Source: an optimization exercise on an open RTL-to-GDS flow (aim: small area). Production flows keep margins and buffers that such runs may drop. The RTL was checked by simulation tests, not by an equivalence proof against the original design. Power is estimated from default activity; no workload was simulated.

==> flow/design.v (outline; a module is shown in full before it is edited, if it fits) <==
// module xor_module: 11 lines
// module reg_module: 12 lines
// module reg_27bits: 11 lines
// module and_module: 20 lines
// module KSmod_32_latency_5: 2829 lines
module KSmod_32_latency_5 (
  input         clk,
  input  [63:0] share0_in,
  input  [63:0] share1_in,
  input  [26:0] rand_bit_share0,
  input  [26:0] rand_bit_share1,
  output [31:0] o_share0,
  output [31:0] o_share1
);
  // ...
==> flow/flow/run.sh <==
#!/bin/bash
set -euo pipefail
export BUFFER_PORTS_ARGS="-buffer_cell sky130_fd_sc_hd__buf_1"
bash standard.sh > standard.log 2>&1
==> flow/standard.sh <==
#!/bin/bash
# synth_recipe.tcl (not shown) runs the flow's synth.tcl, then flattens the netlist and writes it again
# the make line also repeats each setting of config.mk as NAME=value (left out here)
make -C /OpenROAD-flow-scripts/flow DESIGN_CONFIG=/design/flow/config.mk WORK_HOME=/design/flow/orfs CLKGATE_MAP_FILE= SYNTH_SCRIPT=/design/flow/synth_recipe.tcl "${@:-finish}"
==> flow/config.mk <==
export PLATFORM = sky130hd
export DESIGN_NAME = KSmod_32_latency_5
export DESIGN_NICKNAME = KSmod_32_latency_5
export VERILOG_FILES = /design/flow/design.v
export SDC_FILE = /design/flow/constraint.sdc
export NUM_CORES = 4
export LEC_CHECK = 0
export CAP_MARGIN = 20
export CORE_MARGIN = 2
export CORE_UTILIZATION = 65
export CTS_CLUSTER_DIAMETER = 60
export CTS_CLUSTER_SIZE = 30
export SLEW_MARGIN = 20
==> flow/constraint.sdc <==
create_clock -name core_clock -period 5.0 [get_ports {clk}]
set_input_delay 1.0000 -clock core_clock [delete_from_list [all_inputs] [get_ports {clk}]]
set_output_delay 1.0000 -clock core_clock [all_outputs]
set_load 0.01 [all_outputs]
==> summary.md, run 1 <==
| Metric | Value |
|---|---|
| Number of synthesized register bits | `1423` |
| Place WS | `2.449 ns` |
| Most area-hungry cell type in the Yosys netlist | `sky130_fd_sc_hd__dfxtp_1` |
| Antenna violations before repair | `10` |
| Count of synthesis-stage warnings from yosys | `1` |
| Tap cells | `940` |
| Die span in x | `269.5 um` |
| Post-synthesis cell area | `45820 um^2` |
| Effective utilization at floorplan | `0.6555` |
| Outcome | `timing/DRC/antenna clean` |
| Relative area of clock buffers and inverters in the final design | `0.04885` |
| Number of nets with antenna violations after routing | `0` |
| Final HPWL from detailed placement | `79.34 mm` |
| Longest Clk Path Bufs | `3` |
| Main combinational cell family by area after synthesis | `XOR/XNOR gates` |
| Top cells by instance count after synthesis | `1423 x sky130_fd_sc_hd__dfxtp_1, 842 x sky130_fd_sc_hd__xnor2_1, 692 x sky130_fd_sc_hd__nand2_1` |
| Multi-input logic portion of the cell area | `0.3332` |
| Most used standard cell by instance count after synthesis | `sky130_fd_sc_hd__dfxtp_1` |
| Register area | `28490 um^2` |
| # Post-CTS Setup Buffers | `0` |
| Arithmetic-cell share of the synthesized area counting full adders, half adders and majority gates | `0.01693` |
| Switching power | `13.23 mW` |
| Count of buffer and inverter cells on the critical path | `1` |
| Ratio of cells with drive above 1 in the final layout | `0.03405` |
| CTS buffer count | `70` |
| Number of gates given a new drive strength after cts | `0` |
| Highest routed metal layer | `met4` |
| Final Critical Period | `3.220 ns` |
==> inputs of run 2 (changes only) <==
--- a/flow/config.mk
+++ b/flow/config.mk
@@ -9,3 +9,3 @@
 export CORE_MARGIN = 2
-export CORE_UTILIZATION = 65
+export CORE_UTILIZATION = 80
 export CTS_CLUSTER_DIAMETER = 60
==> run 2 against run 1 <==
Die area fell by 18%. Via count increased by 7.0%. Final cell count down 4.3%. Highest routed layer unchanged.
==> summary.md, run 2 <==
| Metric | Value |
|---|---|
| Outcome | `timing/DRC/antenna clean` |
| DRC violations left | `0` |
| Critical Path Start Type | `register` |
| Cell leakage power | `20.07 nW` |
| Met2 layer wire length in the routed design | `48.42 mm` |
| Most used standard cell by instance count after synthesis | `sky130_fd_sc_hd__dfxtp_1` |
| Register-to-Register Path Depth | `4` |
| Effective utilization at floorplan | `0.8111 (+0.1556)` |
| Peak supply drop | `0.0005438 V` |
| Async set or reset register ratio after synthesis | `0` |
| Mean routed wirelength per cell | `21.18 um` |
| WL met1 | `43.37 mm` |
| Registers with the most flip-flops | `rnd2 (27), rnd3 (27), rnd4 (27)` |
| Routed wl met3 | `6.863 mm` |
| Total detailed-routing wirelength | `102.4 mm` |
| Slew at the pin with the worst max-slew slack | `1.114 ns` |
| Top cells by instance count after synthesis | `1423 x sky130_fd_sc_hd__dfxtp_1, 842 x sky130_fd_sc_hd__xnor2_1, 692 x sky130_fd_sc_hd__nand2_1` |
| Drt first-iter violations | `2028` |
| Pwr Density | `750.0 nW/um^2` |
| Ports placed on the boundary | `247` |
| Cell type of the slowest stage on the worst timing path | `sky130_fd_sc_hd__xnor2_1` |
| Setup crit start | `c1_t1` |
| Placement-stage cell area | `46880 um^2` |
| Clock latency reported for the late side of the worst-skew pair | `0.67 ns` |
| Clock tree from TritonCTS | `yes` |
| DIE AREA | `59210 um^2` |
| Total track usage | `0.3454` |
| Crit-path cells | `xor2_1, xnor2_1, xnor2_1, buf_1` |
| Via density | `5.245` |
| Final HPWL from detailed placement | `81.25 mm (+2.4%)` |
| R2r setup slk | `3.17 ns` |
| Longest Clk Path Bufs | `3 (unchanged)` |
| CTS root buf | `sky130_fd_sc_hd__clkbuf_16` |
| Number of nets with antenna violations after routing | `0 (unchanged)` |
| Num Clock Sinks | `1423` |
| Count of synthesis-stage warnings from yosys | `1 (unchanged)` |
| Largest net degree at the start of global routing | `31` |
| Wire length of the first global-routing pass | `150.0 mm` |
| Headroom to the max-slew limit | `0.2576` |
| Number of placement rows | `87` |
| Endpoints failing hold | `0` |
| Number of different library cells in the post-synthesis netlist | `14` |
| Port-buffer cells | `219` |
| Largest stage delay, worst path | `0.80 ns` |
| Post-CTS Hold Fix Bufs | `0` |
| Maximum net fanout on the critical path | `4` |
| Syn Nets | `4142` |
| Post-synthesis cell area | `45820 um^2 (unchanged)` |
| Total overflow reported by the global router | `0` |
| Worst endpoint required time | `4.00 ns` |
| Capture point of the worst reg-to-reg path | `l4_76_s1` |
| Worst R2R Start | `l3_80_s1` |
| Number of synthesized register bits | `1423 (unchanged)` |
| Synthesized area divided by synthesized cell count | `11.76 um^2` |
| Sum of negative setup slack | `0 ns` |
| CTS buffer count | `57 (-19%)` |
| Number of gates given a new drive strength after cts | `0 (unchanged)` |
| Final standard cell area without fillers | `48690 um^2` |
| Unrepaired setup endpoints after global routing | `false` |
| Filler cell count | `2921` |
| P&R area growth vs syn | `6.256%` |
| Peak clock frequency supported by timing | `301.1 MHz` |
| Commonest cells after routing, fill and taps aside | `1423 x sky130_fd_sc_hd__dfxtp_1, 842 x sky130_fd_sc_hd__xnor2_1, 692 x sky130_fd_sc_hd__nand2_1, 472 x sky130_fd_sc_hd__xor2_1, 218 x sky130_fd_sc_hd__buf_1` |
| CTS H-Tree Depth | `2` |
| Clock-pin slew on the worst setup and hold paths | `0.10 ns` |
| Most area-hungry cell type in the Yosys netlist | `sky130_fd_sc_hd__dfxtp_1` |
| MaxCap Viol Count | `0` |
| Final Critical Period | `3.321 ns (+0.1010 ns)` |
| Vertical die dimension | `243.3 um` |
| Total of endpoints with negative setup slack in the final report | `0` |
| Worst hold path stage count | `0` |
| Number of iterations in the first detailed-routing pass | `8` |
| Number of nets at the end of the flow | `4295` |
| Critical Path AT | `2.32 ns` |
| Most used DFF post-synth | `sky130_fd_sc_hd__dfxtp_1` |
| Endpoint type of the worst setup path | `output port` |
| Die span in x | `243.3 um (-9.7%)` |
| Final weighted congestion in routability-driven placement | `0.9576` |
| Top cells by area, synth | `sky130_fd_sc_hd__dfxtp_1 62%, sky130_fd_sc_hd__xnor2_1 16%, sky130_fd_sc_hd__xor2_1 9.0%` |
| Area share of the leading cell type in the synthesized netlist | `0.6217` |
| Worst min-delay path class | `register to register` |
| Antenna violations before repair | `10 (unchanged)` |
| Worst Skew | `0.02764 ns` |
| Fraction of the yosys area taken by sequential cells | `0.6217` |
| Via count of the first global-routing pass | `25180` |
| Most frequent cell on the critical path | `sky130_fd_sc_hd__xnor2_1` |
| Highest routed metal layer | `met4` |
| Gate count after technology mapping | `3897` |
| Final period util | `0.6642` |
| Post-synth EDFFs | `0` |
| Standard cell core area | `56500 um^2` |
| Count of vias placed by the detailed router | `25370` |
| Ratio of cells with drive above 1 in the final layout | `0.02648 (-0.007578)` |
| Number of max-slew violations in the final report | `0` |
| # Post-CTS Setup Buffers | `0 (unchanged)` |
| Worst setup path end | `o_share1[3]` |
| Worst Setup Path Type | `register to output port` |
| Leading cell type in the layout, fill and taps excluded | `sky130_fd_sc_hd__dfxtp_1` |
## run 2: changes by cell type in the layout (fill, tap and decap cells not counted), sizes merged
| cell | change |
|---|---|
| buf | +1 |
| bufinv | +2 |
| clkbuf | -16 |
| clkinv | -13 |
| clkinvlp | +4 |
| diode | -3 |
| inv | -10 |
## run 2: how the worst min path moves through the flow
stage | start | end | slack [ns]
6_report | rnd3[5] | rnd4[5] | 0.34
5_1_grt | rnd3[5] | rnd4[5] | 0.34
4_1_cts | rnd3[5] | rnd4[5] | 0.34
3_5_place_dp | rnd3[25] | rnd4[25] | 0.31
3_3_place_gp | rnd2[25] | rnd3[25] | 0.31
2_1_floorplan | l2_84_s0 | l3_48_s0 | 0.31
## run 2: power breakdown
group	internal (mW)	total, mW	switching (mW)
clock	2.45	5.79	3.33
combinational	5.72	13.8	8.05
sequential	15.1	17.0	1.85
## run 2: area by class of cell
type | count | area [um^2] | area share
Sequential cell | 1423 | 28490 | 0.5851
Multi-Input combinational cell | 2326 | 16510 | 0.3390
Clock buffer | 66 | 1533 | 0.03148
Tap cell | 756 | 945.9 | 0.01943
Timing Repair Buffer | 226 | 875.8 | 0.01799
Clock inverter | 22 | 275.3 | 0.005654
Inverter | 16 | 60.06 | 0.001234
Antenna cell | 2 | 5.005 | 0.0001028
## run 2: worst max-delay path: cells and delay by family (launching register included)
kind / cells / cell delay (ns)
XOR/XNOR: 3 / 1.16
buffers and inverters: 1 / 0.17
flip-flops: 1 / 0.34
## run 2: per-stage QoR
stage               utilization  hold WS, ns  power [mW]  worst slack [ns]  std cells
floorplan                     -       0.3096       27.24             2.599       3897
global placement         0.8297       0.3098       29.95             2.474       4747
detailed placement       0.8297       0.3121       30.71             2.447       4747
CTS                      0.8617       0.3353       36.45             1.725       4835
global route             0.8618       0.3375       38.19             1.647       4836
finish                   0.8618       0.3354       36.51             1.679       4837
## run 2: kinds of logic after synthesis
logic type | after synthesis | share of synthesized area
XOR/XNOR | 1330 | 0.2568
buffers and inverters | 148 | 0.01808
flip-flops | 1423 | 0.6217
adder cells (fa/ha/maj) | 62 | 0.01693
AND/OR/NAND/NOR | 934 | 0.08645
## run 2: per-layer routing
layer,global-route usage,vias up
li1,-,12010
met1,0.4744,12370
met2,0.5743,816
met3,0.03977,172
met4,0.1158,0
met5,0,-
==> inputs of run 3 (changes only) <==
==> flow/flow/run.sh (replaced) <==
#!/bin/bash
set -euo pipefail
export BUFFER_PORTS_ARGS="-buffer_cell sky130_fd_sc_hd__buf_1"
export CTS_ARGS="-sink_clustering_enable -repair_clock_nets -sink_clustering_size 30 -sink_clustering_max_diameter 60 -dont_use_dummy_load"
bash standard.sh > standard.log 2>&1
==> run 3 against run 2 <==
Clock-buffer cell count decreased by 9. Critical path type unchanged. Critical endpoint unchanged. Die area unchanged. Worst setup slack got worse by 0.012 ns. Maximum frequency decreased by 0.36%. Worst hold slack got worse by 0.0013 ns. First-iteration DRC count decreased by 5.1%. Via count decreased by 0.53%. Wire length decreased by 0.56%. Highest routed layer is now met5.
==> summary.md, run 3 <==
| Metric | Value |
|---|---|
| Fraction of the yosys area taken by sequential cells | `0.6217 (unchanged)` |
| Slew at the pin with the worst max-slew slack | `1.119 ns (+0.005426 ns)` |
| Filler cell count | `3000 (+2.7%)` |
| Hold WS | `0.3341 ns (-0.001303 ns)` |
| Placement-stage cell area | `46880 um^2 (unchanged)` |
| Placed Instances | `4747 (unchanged)` |
| Number of gates given a new drive strength after cts | `0 (unchanged)` |
| Count of buffer and inverter cells on the critical path | `1 (unchanged)` |
| Final period util | `0.6666 (+0.002372)` |
| Final setup slack of the worst path | `1.667 ns (-0.01186 ns)` |
| Wire length of the first global-routing pass | `148.9 mm (-0.73%)` |
| Number of nets with antenna violations after routing | `0 (unchanged)` |
| Worst min-delay path class | `register to register` |
| Final HPWL from detailed placement | `81.25 mm (unchanged)` |
| Standard cell core area | `56500 um^2 (unchanged)` |
| Post-synthesis cell area | `45820 um^2 (unchanged)` |
| Clock tree from TritonCTS | `yes` |
| Largest net degree at the start of global routing | `31 (unchanged)` |
| Total track usage | `0.3431 (-0.002333)` |
| Register area | `28490 um^2 (unchanged)` |
| Hold path startpoint | `rnd2[24]` |
| DRC violations left | `0 (unchanged)` |
| Endpoint type of the worst setup path | `output port` |
| Largest stage delay, worst path | `0.83 ns (+0.03 ns)` |
| Worst Setup Path Type | `register to output port` |
| Cell leakage power | `19.90 nW (-0.83%)` |
| CTS H-Tree Depth | `2 (unchanged)` |
| Post-synth EDFFs | `0 (unchanged)` |
| Ratio of cells with drive above 1 in the final layout | `0.02001 (-0.006467)` |
| Total overflow reported by the global router | `0 (unchanged)` |
| Peak clock frequency supported by timing | `300.0 MHz (-0.36%)` |
| Headroom to the max-slew limit | `0.2540 (-0.003617)` |
| Worst R2R Start | `l3_80_s1` |
| Outcome | `timing/DRC/antenna clean` |
| Post-CTS Hold Fix Bufs | `0 (unchanged)` |
| Sum of negative setup slack | `0 ns (unchanged)` |
| Ports placed on the boundary | `247 (unchanged)` |
| MaxCap Viol Count | `0 (unchanged)` |
| Registers with the most flip-flops | `rnd2 (27), rnd3 (27), rnd4 (27)` |
| DIE AREA | `59210 um^2 (unchanged)` |
| Port-buffer cells | `219 (unchanged)` |
| Via density | `5.252 (+0.13%)` |
| Most frequent cell on the critical path | `sky130_fd_sc_hd__xnor2_1` |
| Leading cell type in the layout, fill and taps excluded | `sky130_fd_sc_hd__dfxtp_1` |
| Count of synthesis-stage warnings from yosys | `1 (unchanged)` |
| Syn Nets | `4142 (unchanged)` |
| Number of different library cells in the post-synthesis netlist | `14 (unchanged)` |
| Endpoints failing hold | `0 (unchanged)` |
| Most used DFF post-synth | `sky130_fd_sc_hd__dfxtp_1` |
| Number of max-slew violations in the final report | `0 (unchanged)` |
| Worst endpoint required time | `4.00 ns (about the same)` |
| Unrepaired setup endpoints after global routing | `false` |
| Drt first-iter violations | `1925 (-5.1%)` |
| Async set or reset register ratio after synthesis | `0 (unchanged)` |
| Via count of the first global-routing pass | `25010 (-0.70%)` |
| Area share of the leading cell type in the synthesized netlist | `0.6217 (unchanged)` |
| Maximum net fanout on the critical path | `4 (unchanged)` |
| Count of vias placed by the detailed router | `25230 (-0.53%)` |
| Clock latency reported for the late side of the worst-skew pair | `0.66 ns (about the same)` |
| CTS root buf | `sky130_fd_sc_hd__clkbuf_16` |
| Vertical die dimension | `243.3 um (unchanged)` |
| Antenna violations before repair | `13 (+3)` |
| P&R area growth vs syn | `5.417%` |
| Num Clock Sinks | `1423 (unchanged)` |
| Total of endpoints with negative setup slack in the final report | `0 (unchanged)` |
| Longest Clk Path Bufs | `3 (unchanged)` |
| Number of placement rows | `87 (unchanged)` |
| Most used standard cell by instance count after synthesis | `sky130_fd_sc_hd__dfxtp_1` |
| Clock-pin slew on the worst setup and hold paths | `0.09 ns (about the same)` |
| Crit path max-delay family | `XOR/XNOR gates` |
| Critical Path AT | `2.33 ns (about the same)` |
| Total detailed-routing wirelength | `101.9 mm (-0.56%)` |
| Peak supply drop | `0.0005169 V (-4.9%)` |
| Top cells by instance count after synthesis | `1423 x sky130_fd_sc_hd__dfxtp_1, 842 x sky130_fd_sc_hd__xnor2_1, 692 x sky130_fd_sc_hd__nand2_1` |
| Pwr Density | `742.7 nW/um^2 (-0.96%)` |
| Top cells by area, synth | `sky130_fd_sc_hd__dfxtp_1 62%, sky130_fd_sc_hd__xnor2_1 16%, sky130_fd_sc_hd__xor2_1 9.0%` |
| Place WS | `2.447 ns (unchanged)` |
| PnR Total Power | `35.88 mW (-1.7%)` |
| Filler-free cell count of the finished design | `4805 (-0.66%)` |
| Effective utilization at floorplan | `0.8111 (unchanged)` |
| Number of nets at the end of the flow | `4295 (unchanged)` |
| Number of synthesized register bits | `1423 (unchanged)` |
| Gate count after technology mapping | `3897 (unchanged)` |
| Mean routed wirelength per cell | `21.20 um (about the same)` |
| Die span in x | `243.3 um (unchanged)` |
| Commonest cells after routing, fill and taps aside | `1423 x sky130_fd_sc_hd__dfxtp_1, 842 x sky130_fd_sc_hd__xnor2_1, 692 x sky130_fd_sc_hd__nand2_1, 472 x sky130_fd_sc_hd__xor2_1, 218 x sky130_fd_sc_hd__buf_1` |
| Final standard cell area without fillers | `48300 um^2 (-0.79%)` |
| R2r setup slk | `3.16 ns (about the same)` |
| Most area-hungry cell type in the Yosys netlist | `sky130_fd_sc_hd__dfxtp_1` |
| Multi-input gate area | `16510 um^2 (unchanged)` |
| Final weighted congestion in routability-driven placement | `0.9576 (unchanged)` |
| Crit-path cells | `xor2_1, xnor2_1, xnor2_1, buf_1` |
| Share of the core filled with cells in the final layout | `0.8550 (-0.006799)` |
| Worst Skew | `0.03367 ns (+0.006039 ns)` |
| CTS buffer count | `57 (unchanged)` |
| # Post-CTS Setup Buffers | `0 (unchanged)` |
| Cell type of the slowest stage on the worst timing path | `sky130_fd_sc_hd__xnor2_1` |
| Number of iterations in the first detailed-routing pass | `5 (-3)` |
| Setup crit start | `c1_t1` |
| Critical Path Start Type | `register` |
| Final Critical Period | `3.333 ns (+0.01186 ns)` |
| Synthesized area divided by synthesized cell count | `11.76 um^2 (unchanged)` |
-- run 3: cell types whose count changed in the layout (fill, tap and decap cells not counted), sizes merged --
cell	change
clkbuf	-9
inv	-7
clkinvlp	-6
clkinv	-5
bufinv	-4
diode	-1
-- run 3: final cells by class --
| class | instances | share of cell area |
|---|---|---|
| Sequential cell | 1423 | 0.5898 |
| Multi-Input combinational cell | 2326 | 0.3417 |
| Tap cell | 756 | 0.01958 |
| Timing Repair Buffer | 226 | 0.01813 |
| Inverter | 16 | 0.001243 |
| Clock buffer | 57 | 0.02953 |
| Antenna cell | 1 | 0.00005181 |
-- run 3: metal layers --
layer / share of wire / up-vias / routed length [um] / global-route usage
li1: - / 11970 / - / -
met1: 0.42 / 12290 / 43190 / 0.4671
met4: 0.035 / 2 / 3573 / 0.1112
met3: 0.068 / 161 / 6917 / 0.04560
met5: 0.00012 / - / 12 / 0
met2: 0.47 / 815 / 48180 / 0.5723
-- run 3: logic make-up after synthesis --
kind of cell,share of synthesized area
AND/OR/NAND/NOR,0.08645
adder cells (fa/ha/maj),0.01693
flip-flops,0.6217
buffers and inverters,0.01808
XOR/XNOR,0.2568
-- run 3: path summary, 6_finish.rpt --
kind	end	cells after the start
worst min register to register	rnd3[24]	0
worst max-delay path	o_share1[3]	4
worst min-delay path	rnd3[24]	0
worst max register to register	l4_76_s1	4
-- run 3: power breakdown --
group | switching (mW) | internal (mW) | leakage (nW)
registers | 1.82 | 15.1 | 12.0
logic | 8.05 | 5.72 | 7.22
clock network | 3.13 | 2.04 | 0.702

==> what the ideal ports hide <==
How much do the figures lean on ideal ports? The routed layouts below were timed once more, with nothing changed but the port constraints. Step 1 (the two cells are an assumption about what drives the block):
set clk [get_ports {clk}]
set_driving_cell -lib_cell sky130_fd_sc_hd__clkbuf_16 $clk
set_driving_cell -lib_cell sky130_fd_sc_hd__buf_2 [delete_from_list [all_inputs] $clk]
Step 2, shift: input delay + t, output delay - t, t = (earliest + latest rising clock arrival at the registers) / 2. This alone moves slack from input paths to output paths. Three values: ideal ports, drivers, drivers and shift; two values: the first two.
| run | t, ns | setup WS [ns] | hold WS [ns] | worst slew at a driven data input, ns | pins driven straight from the clock port |
|---|---|---|---|---|---|
| run 1 | 0.698 | 1.780 / 1.713 / 2.411 | 0.330 / 0.330 / 0.330 | 0.07 | 1 |
| run 2 | 0.720 | 1.679 / 1.616 / 2.337 | 0.335 / 0.335 / 0.335 | 0.08 | 1 |
| run 3 | 0.709 | 1.667 / 1.602 / 2.311 | 0.334 / 0.334 / 0.334 | 0.08 | 1 |
After both steps setup and hold are still met in every run listed.
